What follows belongs to an exercise in optimizing a design on an open flow for small area and a short achievable clock period; a production flow would make more cautious choices. Function was checked by simulation only, so behaviour that the tests miss may differ from the original. Power is estimated from default activity; no workload was simulated.

==> design/flow/design.v <==
module processelement #(
parameter data_size = 8
)
(
  input  wire clk,
  input  wire reset,
  input  wire cal_ele_cho_in,
  input  wire mem_ele_cho,
  input  wire mem_change,
  input  wire [data_size - 1:0] MUL_A_in,
  input  wire [data_size - 1:0] MUL_B_in,
  output reg  [data_size - 1:0] MUL_A_out,
  output reg  [data_size - 1:0] MUL_B_out,  
  output reg  [data_size - 1:0] MEM_out,
  output reg  [data_size - 1:0] MUL_C_out,
  output reg cal_ele_cho_out,
  input  wire [data_size - 1:0] MEM_in
);
  wire [data_size - 1:0] RESULT;
  wire [data_size - 1:0] NEXT_RESULT;
  wire [data_size - 1:0] Meminput;
  assign RESULT 		= MUL_A_in * MUL_B_in;
  assign NEXT_RESULT = cal_ele_cho_in ? RESULT : RESULT + MUL_C_out;
  assign Meminput 	= mem_ele_cho ? MEM_in : NEXT_RESULT;
  always @( posedge clk ) begin
    if ( reset ) begin
      MUL_C_out <= 'b0;
		MEM_out <= 'b0;
		MUL_A_out <= 'b0;
		MUL_B_out <= 'b0;
		cal_ele_cho_out <= 0;
	 end
    else begin
      MUL_C_out <= NEXT_RESULT;
		MUL_A_out <= MUL_A_in;
		MUL_B_out <= MUL_B_in;
		cal_ele_cho_out <= cal_ele_cho_in;
		if (mem_change) begin
			MEM_out <= Meminput;
		end
	 end
   end
endmodule
module systolicDPcol
#(
	parameter data_size = 8, systolic_size = 2, memory_data_size = 16
)
(
 input wire  clk,reset,
 input wire  [systolic_size * data_size - 1:0] in_a,
 output wire [systolic_size * data_size - 1:0] out_a,
 input wire  [data_size - 1:0] memory_in_b,
 output wire [systolic_size * data_size - 1:0] result_out,
 input wire  [systolic_size * data_size - 1:0] result_in,
 input wire  					mem_ele_cho,
 input wire  					mem_change,
 input wire  [systolic_size - 1:0]		cal_ele_cho_array_in,
 output wire [systolic_size - 1:0]		cal_ele_cho_array_out
);
wire	 [(systolic_size + 1) * data_size - 1:0] in_b;
assign in_b[data_size - 1:0] = memory_in_b;
	genvar i;
	generate
	for(i = 0; i < systolic_size; i = i + 1) begin: generate_pe
		processelement #(
			.data_size(data_size)
		)pe(
			.clk(clk), 
			.reset(reset), 
			.cal_ele_cho_in(cal_ele_cho_array_in[i]), 
			.cal_ele_cho_out(cal_ele_cho_array_out[i]), 
			.mem_ele_cho(mem_ele_cho), 
			.mem_change(mem_change),
			.MEM_in(result_in[i * data_size +: data_size]), 
			.MEM_out(result_out[i * data_size +: data_size]), 
			.MUL_A_in(in_a[i * data_size +: data_size]),  
			.MUL_B_in(in_b[i * data_size +: data_size]),  
			.MUL_A_out(out_a[i * data_size +: data_size]), 
			.MUL_B_out(in_b[(i + 1) * data_size +: data_size]), 
			.MUL_C_out()
		);
	end
	endgenerate
endmodule
module systolicDP
#(
	parameter data_size = 8, systolic_size = 2, memory_data_size = 16
)
(
 input wire  clk,reset,
 input wire  [systolic_size * data_size - 1:0] memory_in_a,
 input wire  [systolic_size * data_size - 1:0] memory_in_b,
 output wire [systolic_size * data_size - 1:0] memory_out,
 input wire  [systolic_size - 1:0] cal_ele_cho_array,
 input wire  mem_ele_cho,
 input wire  mem_change
);
 localparam VW = systolic_size * data_size;
 wire [(systolic_size + 1) * VW - 1:0]            in_a;
 wire [(systolic_size + 1) * VW - 1:0]            result;
 wire [(systolic_size + 1) * systolic_size - 1:0] cal_ele_cho_array_block;
 assign in_a [VW - 1:0] = memory_in_a;
 assign cal_ele_cho_array_block [systolic_size - 1:0] = cal_ele_cho_array;
 assign memory_out = result [VW - 1:0];
 assign result [(systolic_size + 1) * VW - 1 : systolic_size * VW] = 'b0;
genvar i;
generate
for(i = 0; i < systolic_size; i = i + 1) begin: generate_DP_col
	systolicDPcol #(
		.data_size(data_size), .systolic_size(systolic_size), .memory_data_size(memory_data_size)
	)col(
		.clk(clk),
		.reset(reset),
		.in_a( in_a [i * VW +: VW]),
		.out_a( in_a [(i + 1) * VW +: VW]),
		.memory_in_b(memory_in_b [i * data_size +: data_size]),
		.result_out(result[i * VW +: VW]),
		.result_in(result[(i + 1) * VW +: VW]),
		.mem_ele_cho(mem_ele_cho),
		.mem_change(mem_change),
		.cal_ele_cho_array_in(cal_ele_cho_array_block[i * systolic_size +: systolic_size]),
		.cal_ele_cho_array_out(cal_ele_cho_array_block[(i + 1) * systolic_size +: systolic_size])
	);
end
endgenerate
endmodule
module systolicFIFO
#(
	parameter data_size = 8, systolic_size = 2, memory_data_size = 16, ADDR_W = 1
)
(
			output   reg 		[data_size   	:	0]						data_out,
			input		wire		[data_size  	:	0]	    				data_in,
			input		wire														RD_EN,
			input		wire														WR_EN,
			input		wire 														reset,
			input		wire														clk
);
			reg					[ADDR_W			: 0]						count;
			reg 				   [data_size     : 0] 						mem_array [0 : (2**(ADDR_W + 1) - 1)];
			reg					[ADDR_W  		: 0]		  				rd_ptr, wr_ptr;
			wire																	empty,full;
assign full = (count == (2**(ADDR_W + 1) - 1));
assign empty = (count == 0);
always @ (posedge clk)
begin
	if (reset) begin
		rd_ptr <= 0;
		wr_ptr <= 0;
		count <= 0;
	end
	else if (WR_EN == 1'b1 && (!full) && (RD_EN == 1'b0)) begin
		mem_array[wr_ptr]  <= data_in;
		wr_ptr <= wr_ptr + 1;
		count <= count + 1;
	end
	else if (WR_EN == 1'b0 && (!empty) && (RD_EN == 1'b1)) begin
		data_out  <= mem_array[rd_ptr];
		rd_ptr <= rd_ptr + 1;
		count <= count - 1;
	end
	else if (WR_EN == 1'b1 && (empty) && (RD_EN == 1'b1)) begin
		mem_array[wr_ptr]  <= data_in;
		wr_ptr <= wr_ptr + 1;
		count <= count + 1;
	end
	else if (WR_EN == 1'b1 && (full) && (RD_EN == 1'b1)) begin
		data_out  <= mem_array[rd_ptr];
		rd_ptr <= rd_ptr + 1;
		count <= count - 1;
	end
	else if ((WR_EN == 1'b1) && (!full) && (!empty) && (RD_EN == 1'b1)) begin
		mem_array[wr_ptr]  <= data_in;
		data_out  <= mem_array[rd_ptr];
		rd_ptr <= rd_ptr + 1;
		wr_ptr <= wr_ptr + 1;
	end
	else if (WR_EN == 1'b0 && (empty) && (RD_EN == 1'b1)) begin
		data_out  <= 0;
	end
end
endmodule
module systolicCU
#(
	parameter data_size = 8, systolic_size = 4, memory_data_size = 32, ADDR_W = 2, 
	baseaddr_A = 32'h00000000, baseaddr_B = 32'h40000000, baseaddr_C = 32'h80000000
)
(
 input  wire  clk,
 input  wire  reset,
 input  wire  [31:0] matrix_size,
 input  wire  go,
 output reg  done,
 output reg  mem_ele_cho,
 output reg  mem_change,
 output reg  [31:0] memory_address_A,
 output reg  [31:0] memory_address_B,
 output reg  [31:0] memory_address_OUT,
 output reg  in_out,
 output reg  out_in,
 output reg  [systolic_size - 1 :0] FIFO_rd,
 output reg  [systolic_size - 1 :0] FIFO_wr,
 output reg  [systolic_size - 1 :0] clear_cal_ele_cho
);
	reg [28 : 0] A_round;       
	reg [28 : 0] B_round;	    
	reg [28 : 0] in_round;		 
	reg [28 : 0] A_count;
	reg [28 : 0] B_count;
	reg [28 : 0] in_count;
	reg [28 : 0] flush_count;	 
	reg [28 : 0] load_count;	 
reg [systolic_size - 1 : 0] FIFO_rd_O;
reg [4:0] state_reg,state_next;
localparam IDLE  = 0;
localparam WAIT  = 1;
localparam LOAD  = 2;
localparam CALC  = 3;
localparam CHANGE= 4;
localparam FLUSH = 5;
localparam UPDATE= 6;
localparam DONE  = 7;
always @(posedge clk) begin
    if (reset) begin
        state_reg <= IDLE;
    end
    else begin
        state_reg <= state_next;
    end
end 
always @(*) begin 
    case (state_reg)
	   IDLE: begin
			if(go)
				state_next <= WAIT;
			else
				state_next <= IDLE;
		end
		WAIT:
			state_next <= LOAD;
		LOAD:
			state_next <= CALC;
		CALC:
			if(in_count == in_round - 1 + matrix_size)
				state_next <= CHANGE;
			else
				state_next <= CALC;
		CHANGE:
			state_next <= FLUSH;
		FLUSH:
			if(flush_count == systolic_size - 1)
				state_next <= UPDATE;
			else
				state_next <= FLUSH;
		UPDATE:
			if((A_count == A_round - 1)&& (B_count == B_round - 1))
				state_next <= DONE;
			else
				state_next <= WAIT;
		DONE:
			state_next <= DONE;
		default:
			state_next <= IDLE;
    endcase
end 
always @(posedge clk) begin
    case (state_reg)  
        IDLE: begin
				load_count <= 0;
				FIFO_rd_O  <= 0;
				memory_address_A <= baseaddr_A;
				memory_address_B <= baseaddr_B;
				memory_address_OUT <= baseaddr_C;
				A_round  <= matrix_size >> ADDR_W;
				B_round  <= matrix_size >> ADDR_W;
				in_round <= 2 * systolic_size - 1;
				A_count <= 0;
				B_count <= 0;
				in_count <= 0;
				flush_count <= 0;
				load_count <= 0;
				mem_ele_cho <= 0;
				mem_change <= 0;
				FIFO_wr <= 'b0;
				done <= 0;
				clear_cal_ele_cho <= 0;
				in_out <= 0;
				out_in <= 0;
				FIFO_rd <= 0;
        end
		  WAIT: begin
				memory_address_A <= baseaddr_A + A_count;
				memory_address_B <= baseaddr_B + B_count;
				out_in <= 1;
				in_count <= 0;
				mem_ele_cho <= 0;
				mem_change <= 0;
				flush_count <= 0;
				clear_cal_ele_cho <= 0;
				in_out <= 0;
				FIFO_rd <= FIFO_rd_O;
		  end
		  LOAD: begin
		      FIFO_wr <= ~0;
				load_count <= load_count + 1;				
				memory_address_OUT <= memory_address_A + baseaddr_C - baseaddr_A + B_count * matrix_size;
				memory_address_A <= memory_address_A + (matrix_size >> (ADDR_W));
				memory_address_B <= memory_address_B + (matrix_size >> (ADDR_W));
		  end
		  CALC: begin
		  		FIFO_rd <= (FIFO_rd << 1) + 1;
				in_count <= in_count + 1;
				if(in_count == 1)
					clear_cal_ele_cho <= 1;
				else
					clear_cal_ele_cho <= clear_cal_ele_cho << 1;
				if(load_count < matrix_size  ) begin    
					load_count <= load_count + 1;
					FIFO_wr <= ~0;
					memory_address_A <= memory_address_A + (matrix_size >> (ADDR_W));
					memory_address_B <= memory_address_B + (matrix_size >> (ADDR_W));
				end
				else if (load_count == matrix_size  ) begin
					FIFO_wr <= 0;
					out_in <= 0;
				end
		  end
		  CHANGE:begin
				mem_ele_cho <= 0;
				mem_change <= 1;
				load_count <= 0;
				in_out <= 1;
			end
		  FLUSH: begin
				mem_ele_cho <= 1;
				mem_change <= 1;
				if( flush_count == 0)
					memory_address_OUT <= memory_address_OUT;
				else
					memory_address_OUT <= memory_address_OUT + (matrix_size >> (ADDR_W));
				flush_count <= flush_count + 1;
		  end
		  UPDATE:begin
				if(A_count < A_round - 1) begin
					A_count <= A_count + 1;
				end
				else if(A_count == A_round - 1) begin
					A_count <= 0;
					B_count <= B_count + 1;
				end				
				in_out <= 0;
		  end
		  DONE:begin
		      done <= 1;
				load_count <= 0;
				FIFO_rd_O  <= 0;
				A_count <= 0;
				B_count <= 0;
				in_count <= 0;
				flush_count <= 0;
				load_count <= 0;
				mem_ele_cho <= 0;
				mem_change <= 0;
				FIFO_wr <= 'b0;
				clear_cal_ele_cho <= 0;
				in_out <= 0;
		  end
		  default: begin
		  end
    endcase
end
endmodule
module systolictop
#(
	parameter data_size = 8, systolic_size = 8, memory_data_size = 64, ADDR_W = 3, 
	baseaddr_A = 32'h00000000, baseaddr_B = 32'h40000000, baseaddr_C = 32'h80000000
)
(
 input  wire  clk,reset,
 input  wire  [memory_data_size - 1:0] memory_in_a,
 input  wire  [memory_data_size - 1:0] memory_in_b,
 output wire  [memory_data_size - 1:0] memory_out,
 output wire  [31:0] memory_address_A,
 output wire  [31:0] memory_address_B,
 output wire  in_out,
 output wire  [31:0] memory_address_OUT,
 output wire  out_in,
 input  wire  [31:0] matrix_size,
 input  wire  go,
 output wire  done 
);
 wire					    			mem_ele_cho;
 wire					    			mem_change;
 wire [ data_size - 1:0 ] 		memory_input_a [0 : systolic_size - 1];
 wire [ data_size - 1:0 ] 		memory_input_b [0 : systolic_size - 1];
 wire [ systolic_size * data_size - 1:0 ]	FIFO_input_a;
 wire [ systolic_size * data_size - 1:0 ] 	FIFO_input_b;
 wire [ systolic_size * data_size - 1:0 ]	memory_output;
 wire [ systolic_size - 1:0] 	FIFO_rd;
 wire [ systolic_size - 1:0] 	FIFO_wr;
 wire [ systolic_size - 1:0]    	clear_cal_ele_cho;
 wire [ systolic_size - 1:0]		cal_ele_cho_array;
 genvar i;
 generate
 for(i = 0; i < systolic_size; i = i + 1) begin: generate_seperate_wire
	assign memory_input_a[i] = memory_in_a[ data_size * i + data_size - 1: data_size * i ];
	assign memory_input_b[i] = memory_in_b[ data_size * i + data_size - 1: data_size * i ];
	assign memory_out[ data_size * i + data_size - 1 : data_size * i ] = memory_output [ data_size * i + data_size - 1 : data_size * i ];
	assign cal_ele_cho_array[i] = clear_cal_ele_cho[i];
 end
 endgenerate
 systolicDP #(
		.data_size(data_size),
		.systolic_size(systolic_size),
		.memory_data_size(memory_data_size)
	)DP(
		.clk(clk),
		.reset(reset),
		.memory_in_a(FIFO_input_a),
		.memory_in_b(FIFO_input_b),
		.memory_out(memory_output),
		.mem_ele_cho(mem_ele_cho),
		.mem_change(mem_change),
		.cal_ele_cho_array(cal_ele_cho_array)
	);
 genvar j;
 generate
 for(j = 0; j < systolic_size; j = j + 1) begin: generate_FIFO_a
 systolicFIFO #(
 		.data_size(data_size),
		.systolic_size(systolic_size),
		.memory_data_size(memory_data_size),
		.ADDR_W(ADDR_W)
	) FIFO_a(
		.data_out(FIFO_input_a[data_size * j +: data_size]),
		.data_in (memory_input_a[j]),
		.RD_EN	(FIFO_rd[j]),
		.WR_EN	(FIFO_wr[j]),
		.clk(clk),
		.reset(reset)
	);
 end
endgenerate
 genvar k;
 generate
 for(k = 0; k < systolic_size; k = k + 1) begin: generate_FIFO_b
 systolicFIFO #(
 		.data_size(data_size),
		.systolic_size(systolic_size),
		.memory_data_size(memory_data_size),
		.ADDR_W(ADDR_W)
	) FIFO_b(
		.data_out(FIFO_input_b[data_size * k +: data_size]),
		.data_in (memory_input_b[k]),
		.RD_EN	(FIFO_rd[k]),
		.WR_EN	(FIFO_wr[k]),
		.clk(clk),
		.reset(reset)
	);
 end
endgenerate
 systolicCU #(
		.data_size(data_size),
		.systolic_size(systolic_size),
		.memory_data_size(memory_data_size),
		.ADDR_W(ADDR_W),
		.baseaddr_A(baseaddr_A), 
		.baseaddr_B(baseaddr_B),  
		.baseaddr_C(baseaddr_C)
	) CTRL(
		.clk(clk), 
		.reset(reset),
		.go(go),
		.done(done),
		.mem_ele_cho(mem_ele_cho),
		.mem_change(mem_change),
		.memory_address_A(memory_address_A),
		.memory_address_B(memory_address_B),
		.memory_address_OUT(memory_address_OUT),
		.matrix_size(matrix_size),
		.in_out(in_out),
		.FIFO_rd(FIFO_rd),
		.FIFO_wr(FIFO_wr),
		.clear_cal_ele_cho(clear_cal_ele_cho),
		.out_in(out_in)
	);
endmodule
==> design/flow/run.sh <==
#!/bin/bash
# synth_recipe.tcl (not shown) runs the flow's synth.tcl, then flattens the netlist and writes it again
# the make line also repeats each setting of config.mk as NAME=value (left out here)
make -C /OpenROAD-flow-scripts/flow DESIGN_CONFIG=/design/flow/config.mk WORK_HOME=/design/flow/orfs CLKGATE_MAP_FILE= SYNTH_SCRIPT=/design/flow/synth_recipe.tcl finish
==> design/flow/config.mk <==
export PLATFORM = sky130hd
export DESIGN_NAME = systolictop
export DESIGN_NICKNAME = systolictop
export VERILOG_FILES = /design/flow/design.v
export SDC_FILE = /design/flow/constraint.sdc
export NUM_CORES = 4
export LEC_CHECK = 0
export CAP_MARGIN = 20
export CORE_MARGIN = 2
export CORE_UTILIZATION = 45
export PLACE_DENSITY = 0.6
export SLEW_MARGIN = 20
==> design/flow/constraint.sdc <==
create_clock -name core_clock -period 10.0 [get_ports {clk}]
set_input_delay 2.0000 -clock core_clock [delete_from_list [all_inputs] [get_ports {clk}]]
set_output_delay 2.0000 -clock core_clock [all_outputs]
set_load 0.01 [all_outputs]
==> out/metrics.cfg <==
[layout]
fillers=52500
area_growth_pct=11.1
nets=27300
utilization_pct=50.3
reg.largest.list=generate_FIFO_a.FIFO_a.mem_array (1024), generate_FIFO_b.FIFO_b.mem_array (1024)
drive_gt1_share_pct=7.19

[timing]
fin_tns_setup_ps=0
relSlewSlack_pct=15.2
timing.final.crit_share_pct=88.7
skew_ps=66.1
finalSetupViolations=0
post-route-min-period_ps=8870
hold_viol=0
fmax_mhz=113
slew_violations=0
rsz0062_at_grt=no
worst_pin_slew_ps=1260

[cts]
cts_buffers=538
clkSlewWorstSetupHoldPaths_ps=60
clkSinkCount=4703
cts.repair.resized=0
cts-root-buf=clkbuf_16
cts.htree.levels=6
clk_latency_ps=1080
cts_setup_buffers=0
tritoncts=built
clockBufferDepth=4
hold_buffers=0

[synthesis]
synth_commonest_cells=edfxtp_1, dfxtp_1, nand2_1
syn_avg_cell_area_um2=11.2
ys_seq_area_share_pct=44.5
syn_area_um2=267000
syn_inst=23800
synth_top_area_cell=edfxtp_1
synth_top_family_by_area=adder cells
synth_compound_area_share_pct=5.76
synth_top_flop_cell=edfxtp_1
synth_nets=27100
synth_fa_ha_area_share_pct=18.4
synth_top_area_share_pct=27.8
synthXorXnorAreaFrac_pct=6.24
synthArstFlopShare_pct=0
synth_edf_count=2468
synth_cell_types=89
ys_ff_latch=4703
synthSimpleGateAreaFrac_pct=13.8
synth_warnings=4
synthTopCellsByArea=edfxtp_1, dfxtp_1, fa_1
synth_most_common_cell=edfxtp_1
synth.area.mux_share_pct=7.44

[floorplanning]
fp-row-count=282
fp.dieH_um=774
start_util_pct=45.2
die_w_um=774
dieArea_um2=600000
core_um2=590000
ios=326

[grt]
grt_pass1_vias=173000
antenna_found_initial=58
overflow=0
grt_pass1_wl_um=1040000
grt_max_degree=197
grt_usage_pct=22.0

[drt]
first_pass_iters=6
vias=169000
drtIter0Drc=11200
ant_nets=0
route.detailed.drc=0
wire_per_inst_um=20.8
wirelength_um=670000
avgViaCountPerCell=5.25

[worst_setup_path]
crit_fanout=23
crit_arrival_ps=9680
crit_slowest_cell=clkdlybuf4s50_1
path_common_cell=fa_1
cp-startpoint=matrix_size[10]
start_kind=input pin
r2r_slack_ps=1840
crit_type=in -> reg
reg2reg_from=CTRL.B_count[2]$_SDFFCE_PN0P_
worst-path-buf-inv=8
reg2regPathDepth=25
path_delay_family=adder cells
required_ps=10810
end_kind=register
cp_num_cells=27
crit_end=CTRL.memory_address_OUT[31]$_DFFE_PP_
r2r-end=CTRL.memory_address_OUT[31]$_DFFE_PP_
slowest_delay_ps=700

[place]
dp_hpwl_um=499000
place.gp.congestion=0.884
io_buffers=325

[power_and_ir_drop]
ir_drop_v=0.00117
pwr-share-seq_pct=33.7
cellPowerDensity_nw_per_um2=220
comb_power_share_pct=35.8
swShare_pct=34.4
power.internal_mw=42.7
switchingPower_mw=22.4
power_frac_clock_pct=30.6
p_leak_nw=123

[status]
outcome=timing/DRC/antenna clean

[hold_path]
min-delay-path-class=reg -> reg

[flow_run]
drv_cap=0

through the flow:
step                hold WS [ps]  power, mW  setup slack, ps  std cells  instance area, um2
detailed placement           451       45.5              119      31200              279000
finish                       462       65.2             1130      32200              297000
global placement             439       45.1              183      31200              279000
floorplan                    425       39.5              987      23800              267000
global route                 478       69.2              784      32200              297000
CTS                          464       65.6             1310      32200              297000
area by class of cell:
cell class | instances | area [um2] | area share, %
timing repair buffer | 528 | 4950 | 1.67
sequential | 4703 | 119000 | 40.1
antenna | 24 | 60.1 | 0.0202
clock buffer | 740 | 15100 | 5.09
multi-input combinational | 16300 | 138000 | 46.5
clock inverter | 238 | 2850 | 0.961
inverter | 1863 | 6990 | 2.36
tap | 7810 | 9770 | 3.29
routing by layer:
layer | track usage, % | wire, um | up-vias
met2 | 36.8 | 320000 | 3577
met1 | 30.0 | 297000 | 84200
met3 | 2.97 | 33800 | 960
li1 | - | - | 80500
met5 | 0 | 187 | -
met4 | 6.08 | 19700 | 30
power by group through the flow:
stage / logic, mW / registers [mW] / clock network, mW
final: 23.3 / 21.9 / 19.9
after CTS: 23.3 / 21.9 / 20.4
after global placement: 22.8 / 22.3 / 0
after global routing: 26.1 / 22.0 / 21.1
after floorplan: 17.6 / 21.9 / 0
after detailed placement: 23.2 / 22.3 / 0
layout by cell type (no fill, tap or decap), types with 124 or more instances in the layout:
cell type / n
clkbuf_16: 547
o21bai_1: 139
a21oi_1: 938
clkdlybuf4s50_1: 318
o21ai_0: 756
buf_4: 188
mux4_2: 640
nor2b_1: 1077
fa_1: 1272
mux2i_1: 534
clkbuf_1: 124
and2_1: 1842
nor2_1: 1882
a21o_1: 320
ha_1: 1884
nand2_1: 2024
edfxtp_1: 2468
xnor2_1: 1236
inv_1: 1861
xor2_1: 668
dfxtp_1: 2203
logic make-up (layout without fill, tap and decap cells):
group                    after synthesis  count (layout)
multiplexers                        1184            1184
AND/OR/NAND/NOR                     7485            7485
flip-flops                          4703            4703
adder cells (fa/ha/maj)             3156            3156
buffers and inverters               2730            3369
XOR/XNOR                            1904            1904
other                                  0              24
AO/OA/AOI/OAI                       2591            2591
worst register-to-register path, delay by kind of cell (launching register included):
family          cells  cell delay [ps]
buf+inv             6              830
xor+xnor            1              140
fa+ha+maj           9             4160
flops               1              760
compound gates      8             1710
simple gates        1              260
worst min-delay path by stage:
stage          slack (ps)      from  cells after the start        to
2_1_floorplan         420  register                      2  register
3_3_place_gp          440  register                      2  register
3_5_place_dp          450  register                      2  register
6_report              460  register                      2  register
5_1_grt               480  register                      1  register
4_1_cts               460  register                      1  register

## port drivers added, routing unchanged
In the flow no input, the clock included, has a driving cell. The finished layout below was timed again as built, in two steps. Step 1 (the two cells are an assumption about what drives the block):
set clk [get_ports {clk}]
set_driving_cell -lib_cell sky130_fd_sc_hd__clkbuf_16 $clk
set_driving_cell -lib_cell sky130_fd_sc_hd__buf_2 [delete_from_list [all_inputs] $clk]
Step 2 adds t to the input delays and takes it off the output delays; t is the mean of the earliest and latest rising clock arrival at the registers after step 1. Input paths then give back, and output paths get back, about the clock's delay inside the block. a / b / c = ideal / step 1 / step 2; a / b = the first two.
t (ns): 1.175
slack for setup (ns): 1.134 / 1.234 / 0.059
worst setup path at the end: input to register
clock arrival spread, ns: 0.125 / 0.125
worst slew at a driven data input, ns: 0.24
After both steps setup and hold are still met in this run. For this run, drivers alone change the setup slack by +0.100 ns; drivers and shift together by -1.075 ns.
